This is an optimization exercise on Yosys and OpenROAD, whose aim is small area, a short achievable clock period and few clock cycles, not a production implementation. RTL that was checked went through simulation tests only; none was proved equivalent to the original. No activity file was given, so power comes from the tool's default toggle rates.

==> v8: inputs <==
// process
module process(
  input clk,
  input rst,
  input [23:0] in_pix,
  output reg [5:0] row, col,
  output reg out_we,
  output reg [23:0] out_pix,
  output reg mirror_done,
  output reg gray_done,
  output reg filter_done
);
export LEC_CHECK = 0
export ABC_CLOCK_PERIOD_IN_PS = 2500
export CAP_MARGIN = 20
export CORE_MARGIN = 2
export CORE_UTILIZATION = 40
export CTS_CLUSTER_DIAMETER = 120
export CTS_CLUSTER_SIZE = 25
export SLEW_MARGIN = 20
create_clock -name core_clock -period 8.0 [get_ports {clk}]
standard.sh (not shown) runs the stock make flow with config.mk's settings and CLKGATE_MAP_FILE= SYNTH_SCRIPT=/design/flow/synth_recipe.tcl, a recipe that flattens the netlist after the stock synthesis.
==> flow/flow/run.sh <==
#!/bin/bash
set -euo pipefail
bash standard.sh "BUFFER_PORTS_ARGS=-inputs -outputs -buffer_cell sky130_fd_sc_hd__buf_1" SETUP_SLACK_MARGIN=5.35 MATCH_CELL_FOOTPRINT=0 finish > standard_flow.log 2>&1
==> v3: changes against v8 <==
==> flow/design.v (replaced) <==
`timescale 1ns / 1ps
module process(
  input clk,
  input rst,
  input [23:0] in_pix,
  output reg [5:0] row, col,
  output reg out_we,
  output reg [23:0] out_pix,
  output reg mirror_done,
  output reg gray_done,
  output reg filter_done
);
localparam integer K  = 4;             
localparam integer NS = 64 / K;        
localparam integer LS = 2 * K + 2;     
localparam [1:0] ST_MIR = 2'd0, ST_GRAY = 2'd1, ST_SHP = 2'd2, ST_DONE = 2'd3;
localparam [2:0] WS_PIX = 3'd0, WS_GRAY = 3'd1, WS_TOP = 3'd2, WS_LAST = 3'd3,
                 WS_LASTF = 3'd4, WS_S = 3'd5, WS_HOLD = 3'd6;
reg [1:0]  stage;
reg [12:0] cnt;       
reg [4:0]  slot;      
wire [12:0] inc = cnt + ((stage == ST_SHP && cnt[6]) ? 13'd64 : 13'd1);
wire [6:0]  sc = cnt[6:0];
wire [4:0]  strip = cnt[11:7];
wire        c64 = sc[6];
wire        c0 = (sc == 7'd0);
wire        s_first = (strip == 0);
wire        s_last = (strip == NS - 1);
wire        s_virt = (strip == NS);
reg [5:0] n_row, n_col;
reg       n_we;
reg [2:0] n_wsel;
reg       n_sr, n_virt, n_proc, n_swap, n_jk;
reg [1:0]  x_stage;
reg [12:0] x_cnt;
reg [4:0]  x_slot;
reg [1:0] hs, lo, cs;
wire [3:0] sm1 = strip[3:0] - 1'b1, sp1 = strip[3:0] + 1'b1;
always @* begin
  n_row = 0; n_col = 0; n_we = 0; n_wsel = WS_S;
  n_sr = 0; n_virt = 0; n_proc = 0; n_swap = 0; n_jk = 0;
  x_stage = stage; x_cnt = cnt; x_slot = slot;
  hs = 0; lo = 0; cs = 0;
  case (stage)
    ST_MIR: begin
      n_row = (slot == 5'd1) ? ~{1'b0, cnt[10:6]} : {1'b0, cnt[10:6]};
      n_col = cnt[5:0];
      n_we  = (slot != 5'd0);
      n_wsel = WS_PIX;
      if (slot == 5'd2) begin
        x_slot = 0;
        x_cnt = inc;
        if (cnt[10:0] == 11'h7ff) begin
          x_stage = ST_GRAY;
          x_cnt = 13'h1fff;
        end
      end else
        x_slot = slot + 1'b1;
    end
    ST_GRAY: begin
      if (!slot[0]) begin
        n_row = inc[11:6];
        n_col = inc[5:0];
        n_wsel = WS_GRAY;
        x_slot = 1;
      end else begin
        n_row = cnt[11:6];
        n_col = cnt[5:0];
        n_we = !cnt[12];
        n_wsel = WS_HOLD;
        x_slot = 0;
        x_cnt = inc;
        if (cnt == 13'h0fff) begin
          x_stage = ST_SHP;
          x_cnt = 0;
        end
      end
    end
    ST_SHP: begin
      hs = 2'd0; lo = 2'd0; cs = 2'd0;
      case (slot[3:0])
        4'd0: begin                                    
          lo = 2'd1; n_sr = 1; n_virt = c64 || s_virt;
        end
        4'd1: begin                                    
          n_sr = 1; n_virt = c64 || s_virt;
          n_wsel = (s_virt || (s_last && !c0)) ? WS_LASTF : WS_LAST;
        end
        4'd2: begin                                    
          n_wsel = WS_HOLD; lo = 2'd3;
          if (c0) begin hs = 2'd1; cs = 2'd3; n_we = !s_first; end
          else begin cs = 2'd2; n_we = (sc != 7'd1); end
        end
        4'd3: begin                                    
          hs = 2'd1; lo = 2'd3; n_sr = 1; n_virt = c64 || s_first;
          n_proc = 1; n_swap = 1;
        end
        4'd4: begin                                    
          hs = 2'd1; lo = 2'd3; n_we = !s_first && !c64; n_wsel = WS_TOP;
        end
        4'd5: begin                                    
          lo = 2'd2; n_sr = 1; n_virt = c64; n_proc = 1;
        end
        4'd6: begin                                    
          cs = 2'd1; n_we = !c0;
        end
        4'd7: begin                                    
          lo = 2'd3; n_sr = 1; n_virt = c64; n_proc = 1; n_jk = 1;
        end
        4'd8: begin                                    
          lo = 2'd1; cs = 2'd1; n_we = !c0;
        end
        4'd9: begin                                    
          hs = 2'd2; n_sr = 1; n_virt = c64 || s_last; n_proc = 1;
        end
        default: begin                                 
          lo = 2'd2; cs = 2'd1; n_we = !c0;
        end
      endcase
      n_row = {(hs == 2'd1) ? sm1 : (hs == 2'd2) ? sp1 : strip[3:0], lo};
      n_col = (cs == 2'd0) ? sc[5:0] : (cs == 2'd1) ? sc[5:0] - 1'b1 :
              (cs == 2'd2) ? sc[5:0] - 2'd2 : 6'd63;
      if (s_virt && slot == 5'd2) begin
        x_stage = ST_DONE;
      end else if (slot == LS) begin
        x_slot = 0;
        x_cnt = inc;
      end else
        x_slot = slot + 1'b1;
    end
    default: ;
  endcase
end
reg t0_sr, t0_virt, t0_proc, t0_swap, t0_jk, t0_c0;
reg t1_sr, t1_virt, t1_proc, t1_swap, t1_jk, t1_c0;
reg t2_proc;
always @(posedge clk) begin
  if (rst) begin
    stage <= ST_MIR;
    cnt <= 0;
    slot <= 5'd1;                    
    row <= 0; col <= 0; out_we <= 0;
    mirror_done <= 0; gray_done <= 0; filter_done <= 0;
  end else begin
    stage <= x_stage; cnt <= x_cnt; slot <= x_slot;
    row <= n_row; col <= n_col; out_we <= n_we;
    mirror_done <= (stage != ST_MIR);
    gray_done <= stage[1];
    filter_done <= (stage == ST_DONE);
  end
end
always @(posedge clk) begin
  t0_sr <= n_sr; t0_virt <= n_virt; t0_proc <= n_proc;
  t0_swap <= n_swap; t0_jk <= n_jk; t0_c0 <= c0;
  t1_sr <= t0_sr; t1_virt <= t0_virt; t1_proc <= t0_proc;
  t1_swap <= t0_swap; t1_jk <= t0_jk; t1_c0 <= t0_c0;
  t2_proc <= t1_proc;
end
wire [7:0] ir = in_pix[23:16], ig = in_pix[15:8], ib = in_pix[7:0];
wire rg = ir >= ig, rb = ir >= ib, gb = ig >= ib;
wire [8:0] s_rg = ir + ig, s_rb = ir + ib, s_gb = ig + ib;
wire [8:0] gsum = (rg != rb) ? s_gb : (rg == gb) ? s_rb : s_rg;
reg  [7:0] gval;                  
reg  [7:0] capg;                  
reg  [7:0]  gu, gm;               
reg  [7:0]  gl_cur, gl_prev;      
reg  [9:0]  vr;                   
reg  [12:0] tr;                   
reg  [9:0]  ra [0:K-1];           
reg  [9:0]  rv [0:K-1];           
wire [7:0]  gnew = t1_virt ? 8'd0 : capg;
wire [9:0]  vsum = gu + gm + gnew;
wire [9:0]  vold = t1_c0 ? 10'd0 : rv[0];
wire [12:0] tval = {2'b00, gm, 3'b000} + {4'b0000, gm, 1'b0} - {3'b000, vold};
wire [12:0] anew = tr - {3'b000, vr};
wire [9:0]  asat = anew[12] ? 10'd0 : (|anew[11:10] ? 10'd1023 : anew[9:0]);
wire [10:0] sraw = {1'b0, ra[0]} - {1'b0, vr};
wire [7:0]  sclamp = sraw[10] ? 8'd0 : (|sraw[9:8] ? 8'd255 : sraw[7:0]);
integer e;
always @(posedge clk) begin
  gval <= gsum[8:1];
  capg <= ig;
  vr <= vsum;
  tr <= tval;
  if (t1_sr) begin
    gu <= gm;
    gm <= t1_swap ? gu : gnew;
  end
  if (t1_sr && t1_jk) begin
    gl_prev <= gl_cur;
    gl_cur <= gnew;
  end
  if (t2_proc) begin
    for (e = 0; e < K - 1; e = e + 1) begin
      ra[e] <= ra[e + 1];
      rv[e] <= rv[e + 1];
    end
    ra[K - 1] <= asat;
    rv[K - 1] <= vr;
  end
  case (n_wsel)
    WS_PIX:   out_pix <= in_pix;
    WS_GRAY:  out_pix <= {8'd0, gval, 8'd0};
    WS_TOP:   out_pix <= {8'd0, ir, 8'd0};
    WS_LAST:  out_pix <= {sclamp, gl_prev, 8'd0};
    WS_LASTF: out_pix <= {8'd0, sclamp, 8'd0};
    WS_HOLD:  out_pix <= out_pix;
    default:  out_pix <= {8'd0, sclamp, 8'd0};
  endcase
end
endmodule
==> flow/run.sh (new file) <==
#!/bin/bash
# synth_recipe.tcl (not shown) runs the flow's synth.tcl, then flattens the netlist and writes it again
# the make line also repeats each setting of config.mk as NAME=value (left out here)
make -C /OpenROAD-flow-scripts/flow DESIGN_CONFIG=/design/flow/config.mk WORK_HOME=/design/flow/orfs CLKGATE_MAP_FILE= SYNTH_SCRIPT=/design/flow/synth_recipe.tcl finish
--- a/flow/config.mk
+++ b/flow/config.mk
@@ -7,8 +7,9 @@
 export LEC_CHECK = 0
 export ABC_CLOCK_PERIOD_IN_PS = 2500
 export CAP_MARGIN = 20
 export CORE_MARGIN = 2
 export CORE_UTILIZATION = 40
 export CTS_CLUSTER_DIAMETER = 120
 export CTS_CLUSTER_SIZE = 25
+export SETUP_SLACK_MARGIN = 5
 export SLEW_MARGIN = 20
removed: flow/flow/run.sh
removed: flow/standard.sh
==> v36: changes against v8 <==
==> flow/flow/run.sh (replaced) <==
#!/bin/bash
set -euo pipefail
bash standard.sh SETUP_SLACK_MARGIN=5.45 MATCH_CELL_FOOTPRINT=0 finish > standard_flow.log 2>&1
==> v19: changes against v8 <==
==> flow/design.v (replaced) <==
`timescale 1ns / 1ps
module process(
  input clk,
  input rst,
  input [23:0] in_pix,
  output reg [5:0] row, col,
  output reg out_we,
  output reg [23:0] out_pix,
  output reg mirror_done,
  output reg gray_done,
  output reg filter_done
);
localparam integer K  = 4;             
localparam integer NS = 64 / K;        
localparam integer LS = 2 * K + 2;     
localparam [1:0] ST_MIR = 2'd0, ST_GRAY = 2'd1, ST_SHP = 2'd2, ST_DONE = 2'd3;
localparam [2:0] WS_PIX = 3'd0, WS_GRAY = 3'd1, WS_TOP = 3'd2, WS_LAST = 3'd3,
                 WS_LASTF = 3'd4, WS_S = 3'd5, WS_HOLD = 3'd6;
reg [1:0]  stage;
reg [12:0] cnt;       
reg [4:0]  slot;      
wire [12:0] inc = cnt + ((stage == ST_SHP && cnt[6]) ? 13'd64 : 13'd1);
wire [6:0]  sc = cnt[6:0];
wire [4:0]  strip = cnt[11:7];
wire        c64 = sc[6];
wire        c0 = (sc == 7'd0);
wire        s_first = (strip == 0);
wire        s_last = (strip == NS - 1);
wire        s_virt = (strip == NS);
reg [5:0] n_row, n_col;
reg       n_we;
reg [2:0] n_wsel;
reg       n_sr, n_virt, n_proc, n_swap, n_jk;
reg [1:0]  x_stage;
reg [12:0] x_cnt;
reg [4:0]  x_slot;
reg [1:0] hs, lo, cs;
wire [3:0] sm1 = strip[3:0] - 1'b1, sp1 = strip[3:0] + 1'b1;
always @* begin
  n_row = 0; n_col = 0; n_we = 0; n_wsel = WS_S;
  n_sr = 0; n_virt = 0; n_proc = 0; n_swap = 0; n_jk = 0;
  x_stage = stage; x_cnt = cnt; x_slot = slot;
  hs = 0; lo = 0; cs = 0;
  case (stage)
    ST_MIR: begin
      n_row = (slot == 5'd1) ? ~{1'b0, cnt[10:6]} : {1'b0, cnt[10:6]};
      n_col = cnt[5:0];
      n_we  = (slot != 5'd0);
      n_wsel = WS_PIX;
      if (slot == 5'd2) begin
        x_slot = 0;
        x_cnt = inc;
        if (cnt[10:0] == 11'h7ff) begin
          x_stage = ST_GRAY;
          x_cnt = 13'h1fff;
        end
      end else
        x_slot = slot + 1'b1;
    end
    ST_GRAY: begin
      if (!slot[0]) begin
        n_row = inc[11:6];
        n_col = inc[5:0];
        n_wsel = WS_GRAY;
        x_slot = 1;
      end else begin
        n_row = cnt[11:6];
        n_col = cnt[5:0];
        n_we = !cnt[12];
        n_wsel = WS_HOLD;
        x_slot = 0;
        x_cnt = inc;
        if (cnt == 13'h0fff) begin
          x_stage = ST_SHP;
          x_cnt = 0;
        end
      end
    end
    ST_SHP: begin
      hs = 2'd0; lo = 2'd0; cs = 2'd0;
      case (slot[3:0])
        4'd0: begin                                    
          lo = 2'd1; n_sr = 1; n_virt = c64 || s_virt;
        end
        4'd1: begin                                    
          n_sr = 1; n_virt = c64 || s_virt;
          n_wsel = (s_virt || (s_last && !c0)) ? WS_LASTF : WS_LAST;
        end
        4'd2: begin                                    
          n_wsel = WS_HOLD; lo = 2'd3;
          if (c0) begin hs = 2'd1; cs = 2'd3; n_we = !s_first; end
          else begin cs = 2'd2; n_we = (sc != 7'd1); end
        end
        4'd3: begin                                    
          hs = 2'd1; lo = 2'd3; n_sr = 1; n_virt = c64 || s_first;
          n_proc = 1; n_swap = 1;
        end
        4'd4: begin                                    
          hs = 2'd1; lo = 2'd3; n_we = !s_first && !c64; n_wsel = WS_TOP;
        end
        4'd5: begin                                    
          lo = 2'd2; n_sr = 1; n_virt = c64; n_proc = 1;
        end
        4'd6: begin                                    
          cs = 2'd1; n_we = !c0;
        end
        4'd7: begin                                    
          lo = 2'd3; n_sr = 1; n_virt = c64; n_proc = 1; n_jk = 1;
        end
        4'd8: begin                                    
          lo = 2'd1; cs = 2'd1; n_we = !c0;
        end
        4'd9: begin                                    
          hs = 2'd2; n_sr = 1; n_virt = c64 || s_last; n_proc = 1;
        end
        default: begin                                 
          lo = 2'd2; cs = 2'd1; n_we = !c0;
        end
      endcase
      n_row = {(hs == 2'd1) ? sm1 : (hs == 2'd2) ? sp1 : strip[3:0], lo};
      n_col = (cs == 2'd0) ? sc[5:0] : (cs == 2'd1) ? sc[5:0] - 1'b1 :
              (cs == 2'd2) ? sc[5:0] - 2'd2 : 6'd63;
      if (s_virt && slot == 5'd2) begin
        x_stage = ST_DONE;
      end else if (slot == LS) begin
        x_slot = 0;
        x_cnt = inc;
      end else
        x_slot = slot + 1'b1;
    end
    default: ;
  endcase
end
reg t0_sr, t0_virt, t0_proc, t0_swap, t0_jk, t0_c0;
reg t1_sr, t1_virt, t1_proc, t1_swap, t1_jk, t1_c0;
reg t2_proc;
always @(posedge clk) begin
  if (rst) begin
    stage <= ST_MIR;
    cnt <= 0;
    slot <= 5'd1;                    
    row <= 0; col <= 0; out_we <= 0;
    mirror_done <= 0; gray_done <= 0; filter_done <= 0;
  end else begin
    stage <= x_stage; cnt <= x_cnt; slot <= x_slot;
    row <= n_row; col <= n_col; out_we <= n_we;
    mirror_done <= (stage != ST_MIR);
    gray_done <= stage[1];
    filter_done <= (stage == ST_DONE);
  end
end
always @(posedge clk) begin
  t0_sr <= n_sr; t0_virt <= n_virt; t0_proc <= n_proc;
  t0_swap <= n_swap; t0_jk <= n_jk; t0_c0 <= c0;
  t1_sr <= t0_sr; t1_virt <= t0_virt; t1_proc <= t0_proc;
  t1_swap <= t0_swap; t1_jk <= t0_jk; t1_c0 <= t0_c0;
  t2_proc <= t1_proc;
end
reg  [23:0] cap;
wire [7:0] ir = in_pix[23:16];
wire [7:0] cr = cap[23:16], cg = cap[15:8], cb = cap[7:0];
wire rg = cr >= cg, rb = cr >= cb, gb = cg >= cb;
wire [8:0] s_rg = cr + cg, s_rb = cr + cb, s_gb = cg + cb;
wire       med_r = rg ^ rb, med_g = !med_r && (rg == gb), med_b = !med_r && (rg != gb);
wire [8:0] gsum = ({9{med_r}} & s_gb) | ({9{med_g}} & s_rb) | ({9{med_b}} & s_rg);
wire [7:0] gval = gsum[8:1];
reg  [7:0]  gu, gm;               
reg  [7:0]  gl_cur, gl_prev;      
reg  [9:0]  vr;                   
reg  [12:0] tr;                   
reg  [9:0]  ra [0:K-1];           
reg  [9:0]  rv [0:K-1];           
wire [7:0]  gnew = t1_virt ? 8'd0 : cap[15:8];
wire [9:0]  vsum = gu + gm + gnew;
wire [9:0]  vold = t1_c0 ? 10'd0 : rv[0];
wire [12:0] tval = {2'b00, gm, 3'b000} + {4'b0000, gm, 1'b0} - {3'b000, vold};
wire [12:0] anew = tr - {3'b000, vr};
wire [9:0]  asat = anew[12] ? 10'd0 : (|anew[11:10] ? 10'd1023 : anew[9:0]);
wire [10:0] sraw = {1'b0, ra[0]} - {1'b0, vr};
wire [7:0]  sclamp = sraw[10] ? 8'd0 : (|sraw[9:8] ? 8'd255 : sraw[7:0]);
integer e;
always @(posedge clk) begin
  cap <= in_pix;
  vr <= vsum;
  tr <= tval;
  if (t1_sr) begin
    gu <= gm;
    gm <= t1_swap ? gu : gnew;
  end
  if (t1_sr && t1_jk) begin
    gl_prev <= gl_cur;
    gl_cur <= gnew;
  end
  if (t2_proc) begin
    for (e = 0; e < K - 1; e = e + 1) begin
      ra[e] <= ra[e + 1];
      rv[e] <= rv[e + 1];
    end
    ra[K - 1] <= asat;
    rv[K - 1] <= vr;
  end
  case (n_wsel)
    WS_PIX:   out_pix <= in_pix;
    WS_GRAY:  out_pix <= {8'd0, gval, 8'd0};
    WS_TOP:   out_pix <= {8'd0, ir, 8'd0};
    WS_LAST:  out_pix <= {sclamp, gl_prev, 8'd0};
    WS_LASTF: out_pix <= {8'd0, sclamp, 8'd0};
    WS_HOLD:  out_pix <= out_pix;
    default:  out_pix <= {8'd0, sclamp, 8'd0};
  endcase
end
endmodule
==> flow/flow/run.sh (replaced) <==
#!/bin/bash
set -euo pipefail
bash standard.sh SETUP_SLACK_MARGIN=5.35 MATCH_CELL_FOOTPRINT=0 finish > standard_flow.log 2>&1
==> notes <==
The lowest via count belongs to v8, the highest to v19.
The lowest setup slack belongs to v3, the highest to v8.
Design area: v19 is larger than v3 (8.9%).
Between v36 and v19, the lower area after synthesis is in v36 (gap about 9%, measured against v19).
Against v8, the register-to-register slack of v3 is worse by 290 ps.
In sequential power, v8 and v36 hardly differ.
Between v3 and v36, the lower critical path depth is in v36 (gap 6).
==> figures <==
Run status: v19 timing/DRC/antenna clean; v3 timing/DRC/antenna clean; v8 timing/DRC/antenna clean; v36 timing/DRC/antenna clean
Global-route usage over all layers: v19 18.7%; v3 17.6%; v8 16.8%; v36 17.1%
Max Clock Freq: v19 371 MHz; v3 237 MHz; v8 378 MHz; v36 374 MHz
Relative contribution of combinational cells to total power: v19 26.7%; v3 42.4%; v8 18.6%; v36 19.4%
Worst setup endpoint: v19 out_pix[15]; v3 gval[7]; v8 out_pix[9]; v36 out_pix[9]
Layout cells sized above 1: v19 23.2%; v3 19.3%; v8 14.0%; v36 21.1%
Num rows: v19 65; v3 63; v8 62; v36 62
Start-to-end type of the worst setup path: v19 reg -> reg; v3 in -> reg; v8 reg -> reg; v36 reg -> reg
Final critical path time including I/O delays and setup: v19 2690 ps; v3 4230 ps; v8 2650 ps; v36 2670 ps
Main flop type after synthesis: v19 edfxtp_1; v3 edfxtp_1; v8 dfxtp_1; v36 dfxtp_1
Worst setup margin: v19 5310 ps; v3 3770 ps; v8 5350 ps; v36 5330 ps
Worst-case vdd ir drop: v19 0.000101 V; v3 0.000145 V; v8 0.0000992 V; v36 0.000117 V
Clock group: v19 0.000705 W; v3 0.000671 W; v8 0.000704 W; v36 0.000698 W
Clock group share of total power: v19 25.2%; v3 18.2%; v8 28.6%; v36 28.1%
Final weighted congestion in routability-driven placement: v19 0.911; v3 0.866; v8 0.868; v36 0.885
Testbench counts of v8, summed over its fixed seeds: cycles 307,356.
Testbench counts of v36, summed over its fixed seeds: cycles 307,356.
No functional check of the RTL was part of v3 and v19.

[re-timing with driven ports]
In the flow no input, the clock included, has a driving cell. The finished layouts below were timed again as built, in two steps. Step 1, drivers: a clkbuf_16 drives clk and a buf_2 each remaining input, both assumed. Step 2, shift: input delay + t, output delay - t, t = (earliest + latest rising clock arrival at the registers) / 2. This alone moves slack from input paths to output paths. a / b / c = no drivers / after step 1 / after step 2; a / b = the first two.
run | shift t [ns] | setup WS [ns] | worst setup path after step 2 | worst slew at a driven data input, ns | cell pins on the clock port's net
v8 | 0.524 | 5.354 / 5.348 / 5.191 | input to register | 0.04 | 1
v3 | 0.520 | 3.772 / 3.768 / 3.248 | input to register | 0.05 | 1
v36 | 0.528 | 5.326 / 5.326 / 5.018 | input to register | 0.04 | 1
v19 | 0.533 | 5.306 / 5.273 / 4.992 | input to register | 0.04 | 1
After both steps every run listed still meets setup and hold. The setup slack of v3, which loses most, moves by -0.004 ns with the drivers and by -0.524 ns with both steps.
